Context: an optimization exercise on an open-source flow, tuned for small area. The choices shown serve that exercise and are no tape-out recipe.
Power is estimated from default activity; no workload was simulated.

==> build 97 <==
==> flow/design.v (excerpt) <==
module top_embed(
	input sys_clk,
	input xreset,
	input fifo_rset,
	input trigger,
	output reg pixel_ready,
	output single_strobe,
	output cont_strobe,
	input spi_clk,
	input spi_mosi,
	output spi_miso,
	output spi_miso_oe,
	input fpga_cs,
	input fifo_cs,
	input e2_cs,
	input adt_cs,
	output adt7301_clk,
	output adt7301_cs,
	output eeprom_clk,
	output eeprom_cs,
	output ilx511b_clk,
	output ilx511b_rog,
	output ilx511b_shsw,
	input ad7621_busy,
	input [15:0] ad7621_di,
	output ad7621_convst,
	output fifo_rst,
	output [15:0] fifo_din,
	output fifo_wr_en,
	output fifo_rd_en,
	input [15:0] fifo_dout,
	input fifo_full,
	input fifo_empty,
	input [10:0] fifo_data_count
    );
	reg [2:0] sclk_s;
	reg [2:0] acq_s;
	always @ (posedge sys_clk)
	begin
		sclk_s <= {sclk_s[1:0], spi_clk};
		acq_s <= {acq_s[1:0], fifo_rset | trigger};
	end
	wire sclk_rise = sclk_s[1] & ~sclk_s[2];
	wire sclk_fall = sclk_s[2] & ~sclk_s[1];
	wire acq_rise = acq_s[1] & ~acq_s[2];
	wire fpga_miso;
	wire fifo_miso;
	assign spi_miso = (fifo_cs == 1'b0) ? fifo_miso : (fpga_cs == 1'b0) ? fpga_miso : 1'b0;
	assign spi_miso_oe = e2_cs & adt_cs;
	assign eeprom_clk = spi_clk;
	assign eeprom_cs = e2_cs;
	assign adt7301_clk = spi_clk;
	assign adt7301_cs = adt_cs;
	wire [15:0] FPGA_COUNTBASE;
	wire [15:0] FPGA_STRBCOUNT;
	wire [15:0] FPGA_INTCLOCK;
	wire [15:0] FPGA_SSLOWDELAY;
	wire [15:0] FPGA_SSHIGHDELAY;
	wire [15:0] FPGA_LAMPENABLE;
	wire [15:0] FPGA_OFFSETVALUE;
	wire [15:0] FPGA_MAXSATVALUE;
	wire strobe_param_change;
	fpga_spi fpga_spi_instance (
	.sys_clk(sys_clk),
	.sys_rst(xreset),
	.clk_rise(sclk_rise),
	.clk_fall(sclk_fall),
	.FPGA_COUNTBASE(FPGA_COUNTBASE),
	.FPGA_STRBCOUNT(FPGA_STRBCOUNT),
	.FPGA_INTCLOCK(FPGA_INTCLOCK),
	.FPGA_SSLOWDELAY(FPGA_SSLOWDELAY),
	.FPGA_SSHIGHDELAY(FPGA_SSHIGHDELAY),
	.FPGA_LAMPENABLE(FPGA_LAMPENABLE),
	.FPGA_OFFSETVALUE(FPGA_OFFSETVALUE),
	.FPGA_MAXSATVALUE(FPGA_MAXSATVALUE),
	.strobe_param_change(strobe_param_change),
	.fpga_cs(fpga_cs),
	.fpga_mosi(spi_mosi),
	.fpga_miso(fpga_miso)
	);
	wire flag_adc_start;
	wire ilx511b_clk_ff;
	wire ilx511b_rog_ff;
	wire flag_sel_clok;
	wire flag_en_single_strobe;
	ilx511b ilx_instance (
	.sys_clk(sys_clk),
	.sys_rst(xreset),
	.FPGA_INTCLOCK(FPGA_INTCLOCK),
  ...
Settings: LEC_CHECK=0, CAP_MARGIN=20, CORE_MARGIN=2, CORE_UTILIZATION=40, SLEW_MARGIN=20; clock period 20.0 ns.
standard.sh (not shown) runs the stock make flow with config.mk's settings and CLKGATE_MAP_FILE= SYNTH_SCRIPT=/design/flow/synth_recipe.tcl, a recipe that flattens the netlist after the stock synthesis.
==> flow/flow/run.sh <==
#!/bin/bash
export BUFFER_PORTS_ARGS="-buffer_cell sky130_fd_sc_hd__buf_1"
export CTS_ARGS="-sink_clustering_enable -repair_clock_nets -dont_use_dummy_load -buf_list sky130_fd_sc_hd__clkbuf_4 -sink_clustering_size 8 -sink_clustering_max_diameter 40"
bash standard.sh > standard_flow.log 2>&1
==> inputs of build 28, as changes to build 97 <==
--- a/flow/design.v
+++ b/flow/design.v
@@ -189,22 +189,38 @@
             cnt_shift_data <= 5'd16;
         end
     end
     wire wr = Rx_Done & wr_or_rd;
     wire [5:0] wa = receive_data[23:18];
     wire [15:0] wd = receive_data[15:0];
-    wire [7:0] we = {8{wr}} & {wa == 6'h1A, wa == 6'h17, wa == 6'h10, wa == 6'h0F,
-                               wa == 6'h0E, wa == 6'h06, wa == 6'h03, wa == 6'h02};
-    always @ (posedge sys_clk) if (sys_rst | we[0]) FPGA_COUNTBASE   <= sys_rst ? 16'd48000 : wd;
-    always @ (posedge sys_clk) if (sys_rst | we[1]) FPGA_STRBCOUNT   <= sys_rst ? 16'd4800  : wd;
-    always @ (posedge sys_clk) if (sys_rst | we[2]) FPGA_INTCLOCK    <= sys_rst ? 16'd6     : wd;
-    always @ (posedge sys_clk) if (sys_rst | we[3]) FPGA_SSLOWDELAY  <= sys_rst ? 16'h0005 : wd;
-    always @ (posedge sys_clk) if (sys_rst | we[4]) FPGA_SSHIGHDELAY <= sys_rst ? 16'h0001 : wd;
-    always @ (posedge sys_clk) if (sys_rst | we[5]) FPGA_LAMPENABLE  <= sys_rst ? 16'h0000 : wd;
-    always @ (posedge sys_clk) if (sys_rst | we[6]) FPGA_OFFSETVALUE <= sys_rst ? 16'h0000 : wd;
-    always @ (posedge sys_clk) if (sys_rst | we[7]) FPGA_MAXSATVALUE <= sys_rst ? 16'h55F0 : wd;
+    always @ (posedge sys_clk)
+    begin
+        if (sys_rst) begin
+            FPGA_COUNTBASE <= 16'd48000;
+            FPGA_STRBCOUNT <= 16'd4800;
+            FPGA_INTCLOCK <= 16'd6;
+            FPGA_SSLOWDELAY <= 16'h0005;
+            FPGA_SSHIGHDELAY <= 16'h0001;
+            FPGA_LAMPENABLE <= 16'h0000;
+            FPGA_OFFSETVALUE <= 16'h0000;
+            FPGA_MAXSATVALUE <= 16'h55F0;
+        end
+        else if (wr) begin
+            case (wa)
+                6'h02: FPGA_COUNTBASE <= wd;
+                6'h03: FPGA_STRBCOUNT <= wd;
+                6'h06: FPGA_INTCLOCK <= wd;
+                6'h0E: FPGA_SSLOWDELAY <= wd;
+                6'h0F: FPGA_SSHIGHDELAY <= wd;
+                6'h10: FPGA_LAMPENABLE <= wd;
+                6'h17: FPGA_OFFSETVALUE <= wd;
+                6'h1A: FPGA_MAXSATVALUE <= wd;
+                default: ;
+            endcase
+        end
+    end
     always @ (posedge sys_clk)
     begin
         if (sys_rst) strobe_param_change <= 1'b0;
         else strobe_param_change <= wr & (((wa == 6'h02) & (wd != FPGA_COUNTBASE)) |
                                           ((wa == 6'h03) & (wd != FPGA_STRBCOUNT)));
     end
@@ -234,22 +250,14 @@
     wire en_reset = (next_state == RESET_CCD);
     wire en_integ = (next_state == INTEGRATION);
     wire en_latch = (next_state == LATCH_DATA);
     wire en_wait2 = (next_state == WAIT_ROG_TO_CLK2);
     wire en_read  = (next_state == READ_SPECTRUM);
     wire en_delay = en_wait1 | en_reset | en_latch | en_wait2;
-    localparam [15:0] CNT_0 = 16'h0001,
-                      CNT_10 = 16'h0444,
-                      CNT_19 = 16'h88d0,
-                      CNT_299 = 16'h7c7b,
-                      CNT_47700 = 16'h9078,
-                      CNT_47999 = 16'hb8c5;
     reg [15:0] cnt;
     reg [15:0] cnt2;
-    wire [15:0] cnt_step = {cnt[14:0], cnt[15] ^ cnt[14] ^ cnt[12] ^ cnt[3]};
-    wire [16:0] cnt2_inc = cnt2 + 17'd1;
     reg read_d;          
     reg delay_done;      
     reg integ_done;
     reg flag_en_frame;
     wire f_rog1  = delay_done & en_wait1;
     wire f_integ = delay_done & en_reset;
@@ -281,14 +289,14 @@
                 if (f_rog1) next_state <= RESET_CCD;
             end
             RESET_CCD:
                 if (f_integ) next_state <= INTEGRATION;
             INTEGRATION:
             begin
-                if ((cnt2_inc == {1'b0, FPGA_INTCLOCK})&&(cnt == CNT_47700)) flag_sel_clok <= 1'b1;
-                if ((cnt2 == 0)&&(cnt == CNT_299)) flag_sel_clok <= 1'b0;
+                if ((cnt2 == FPGA_INTCLOCK-1)&&(cnt == 47999        - 299)) flag_sel_clok <= 1'b1;
+                if ((cnt2 == 0)&&(cnt == 299)) flag_sel_clok <= 1'b0;
                 if (integ_done) next_state <= LATCH_DATA;
             end
             LATCH_DATA:
                 if (f_latch) next_state <= WAIT_ROG_TO_CLK2;
             WAIT_ROG_TO_CLK2:
                 if (f_smp) next_state <= READ_SPECTRUM;
@@ -304,49 +312,49 @@
     end
     always @ (posedge sys_clk)
     begin
         read_d <= en_read;
         if (en_read)
         begin
-            if (cnt == CNT_19)
+            if (cnt == 20        - 1)
             begin
-                cnt <= CNT_0;
+                cnt <= 16'd0;
                 if (cnt2 == 4200      ) cnt2 <= 16'd0;
-                else cnt2 <= cnt2_inc[15:0];
+                else cnt2 <= cnt2 + 16'd1;
             end
-            else cnt <= cnt_step;
+            else cnt <= cnt + 16'd1;
         end
         else if (sys_rst | delay_done | integ_done)
         begin
-            cnt <= CNT_0;
+            cnt <= 16'd0;
             cnt2 <= 16'd0;
         end
         else if (en_delay)
         begin
-            if (cnt == CNT_299) cnt <= CNT_0;
-            else cnt <= cnt_step;
+            if (cnt == 16'd299) cnt <= 16'd0;
+            else cnt <= cnt + 16'd1;
             cnt2 <= 16'd0;
         end
         else if (en_integ)
         begin
-            if (cnt == CNT_47999)
+            if (cnt == 47999       )
             begin
-                cnt <= CNT_0;
-                cnt2 <= cnt2_inc[15:0];
+                cnt <= 16'd0;
+                cnt2 <= cnt2 + 16'd1;
             end
-            else cnt <= cnt_step;
+            else cnt <= cnt + 16'd1;
         end
         else begin
-            cnt <= CNT_0;
+            cnt <= 16'd0;
             cnt2 <= 16'd0;
         end
     end
     always @ (posedge sys_clk)
     begin
         if (sys_rst | delay_done) delay_done <= 1'b0;
-        else delay_done <= en_delay & (cnt == CNT_299);
+        else delay_done <= en_delay & (cnt == 16'd299);
     end
     always @ (posedge sys_clk)
     begin
         if (sys_rst | integ_done) integ_done <= 1'b0;
         else integ_done <= en_integ & (cnt2 == FPGA_INTCLOCK);
     end
@@ -360,18 +368,18 @@
         end
     end
     always @ (posedge sys_clk)
     begin
         if (sys_rst | flag_en_frame)
             ilx511b_clk <= 1'b1;
-        if (en_read && (cnt == CNT_19) && (cnt2 != 4200      ))
+        if (en_read && (cnt == 20        - 1) && (cnt2 != 4200      ))
             ilx511b_clk <= ~ilx511b_clk;
     end
     reg [1:0] adc_s;
     always @ (posedge sys_clk)
-        adc_s <= {adc_s[0], read_d & (cnt == CNT_10) & (ilx511b_clk == 1'b0)};
+        adc_s <= {adc_s[0], read_d & (cnt == 10        ) & (ilx511b_clk == 1'b0)};
     assign flag_adc_start = adc_s[1];
     assign flag_en_single_strobe = f_latch;
 endmodule
 `timescale 1ns / 1ps
 module make_strobe(
 	 input sys_clk,
@@ -423,36 +431,31 @@
 			end
 		end
 	 end
 	 wire [14:0] base = FPGA_COUNTBASE[15:1];
 	 reg [14:0] cnt_base;
 	 reg [15:0] cnt_rep;
-	 reg [27:0] lfsr;
-	 reg lfsr_run;
-	 reg wrapped;
+	 reg [28:0] cnt_all;
 	 wire base_end = (cnt_base == 15'd1);
-	 wire period_end = base_end & (cnt_rep == 16'd0) & ~wrapped & (base != 15'd0);
+	 wire period_end = base_end & (cnt_rep == 16'd0) & ~cnt_all[28] & (base != 15'd0);
 	 always @ (posedge sys_clk)
 	 begin
 		if (sys_rst | ~lamp_enable | param_change | period_end)
 		begin
 			cnt_base <= base;
 			cnt_rep <= FPGA_STRBCOUNT;
-			lfsr <= 28'd1;
-			lfsr_run <= 1'b0;
-			wrapped <= 1'b0;
+			cnt_all <= 29'd0;
 		end else begin
 			if (base_end)
 			begin
 				cnt_base <= base;
 				cnt_rep <= cnt_rep - 16'd1;
 			end
 			else cnt_base <= cnt_base - 15'd1;
-			lfsr <= {lfsr[26:0], lfsr[27] ^ lfsr[24]};
-			lfsr_run <= 1'b1;
-			wrapped <= wrapped | (lfsr_run & (lfsr == 28'd1));
+			cnt_all[27:0] <= cnt_all[27:0] + 28'd1;
+			cnt_all[28] <= cnt_all[28] | (&cnt_all[27:0]);
 		end
 	 end
 	 always @ (posedge sys_clk)
 	 begin
 		if (sys_rst | ~lamp_enable | param_change)
 			cont_strobe <= 1'b1;
==> flow/run.sh (new file) <==
#!/bin/bash
# synth_recipe.tcl (not shown) runs the flow's synth.tcl, then flattens the netlist and writes it again
# the make line also repeats each setting of config.mk as NAME=value (left out here)
make -C /OpenROAD-flow-scripts/flow DESIGN_CONFIG=/design/flow/config.mk WORK_HOME=/design/flow/orfs CLKGATE_MAP_FILE= SYNTH_SCRIPT=/design/flow/synth_recipe.tcl finish
removed: flow/flow/run.sh
removed: flow/standard.sh
==> metrics.md <==
| Metric | Value |
|---|---|
| Outcome | complete, no violations |
| Largest net degree at the start of global routing | 70 |
| Worst-path fanout max | between 60 and 70 |
| Layout fillers | roughly 5100 |
| Clock group | 0.927 mW |
| M3 GR Usage | under 10% |
| Switching power total | a little over 0.4 mW |
| Max frequency | about 100 MHz |
| Placed Area | between 20000 and 25000 sq um |
| Mean post-synth cell area | between 9 and 10 sq um |
| Power, Total | ~1.9 mW |
| Adder-cell share of the synthesized area | ~4.0% |
the above is filed under build 28

==> metrics.md <==
| Metric | Value |
|---|---|
| Max frequency | between 100 and 150 MHz |
| Switching power total | approximately 0.38 mW |
| M3 GR Usage | under 10% |
| Worst-path fanout max | 25 |
| Placed Area | approximately 22000 sq um |
| Clock group | between 0.4 and 0.5 mW |
| Chip Width | between 200 and 250 um |
| Power, Total | approximately 1.6 mW |
| Adder-cell share of the synthesized area | 4.01% |
| Largest net degree at the start of global routing | 65 |
| Mean post-synth cell area | around 11 sq um |
| Layout fillers | between 4000 and 5000 |
| Outcome | complete, no violations |
the above is filed under build 97

No functional check of the RTL was part of any run of this note.

[static timing again, ports no longer ideal]
In the flow no input, the clock included, has a driving cell. The finished layouts below were timed again as built, in two steps. Step 1 (the two cells are an assumption about what drives the block):
set clk [get_ports {sys_clk}]
set_driving_cell -lib_cell sky130_fd_sc_hd__clkbuf_16 $clk
set_driving_cell -lib_cell sky130_fd_sc_hd__buf_2 [delete_from_list [all_inputs] $clk]
Step 2, shift: input delay + t, output delay - t, t = (earliest + latest rising clock arrival at the registers) / 2. This alone moves slack from input paths to output paths. Three values: no drivers, after step 1, after step 2; two values: the first two.
run | t, ns | setup WS [ns] | slew at the worst register clock pin (ns) | worst data-port slew with drivers (ns) | pins driven straight from the clock port
build 97 | 0.828 | 10.667 / 10.643 / 10.643 | 0.10 / 0.10 | 0.07 | 1
build 28 | 0.637 | 10.357 / 10.296 / 10.296 | 0.06 / 0.06 | 0.09 | 1
After both steps setup and hold are still met in every run listed. For build 28, which loses most, drivers alone change the setup slack by -0.061 ns; drivers and shift together by -0.061 ns.
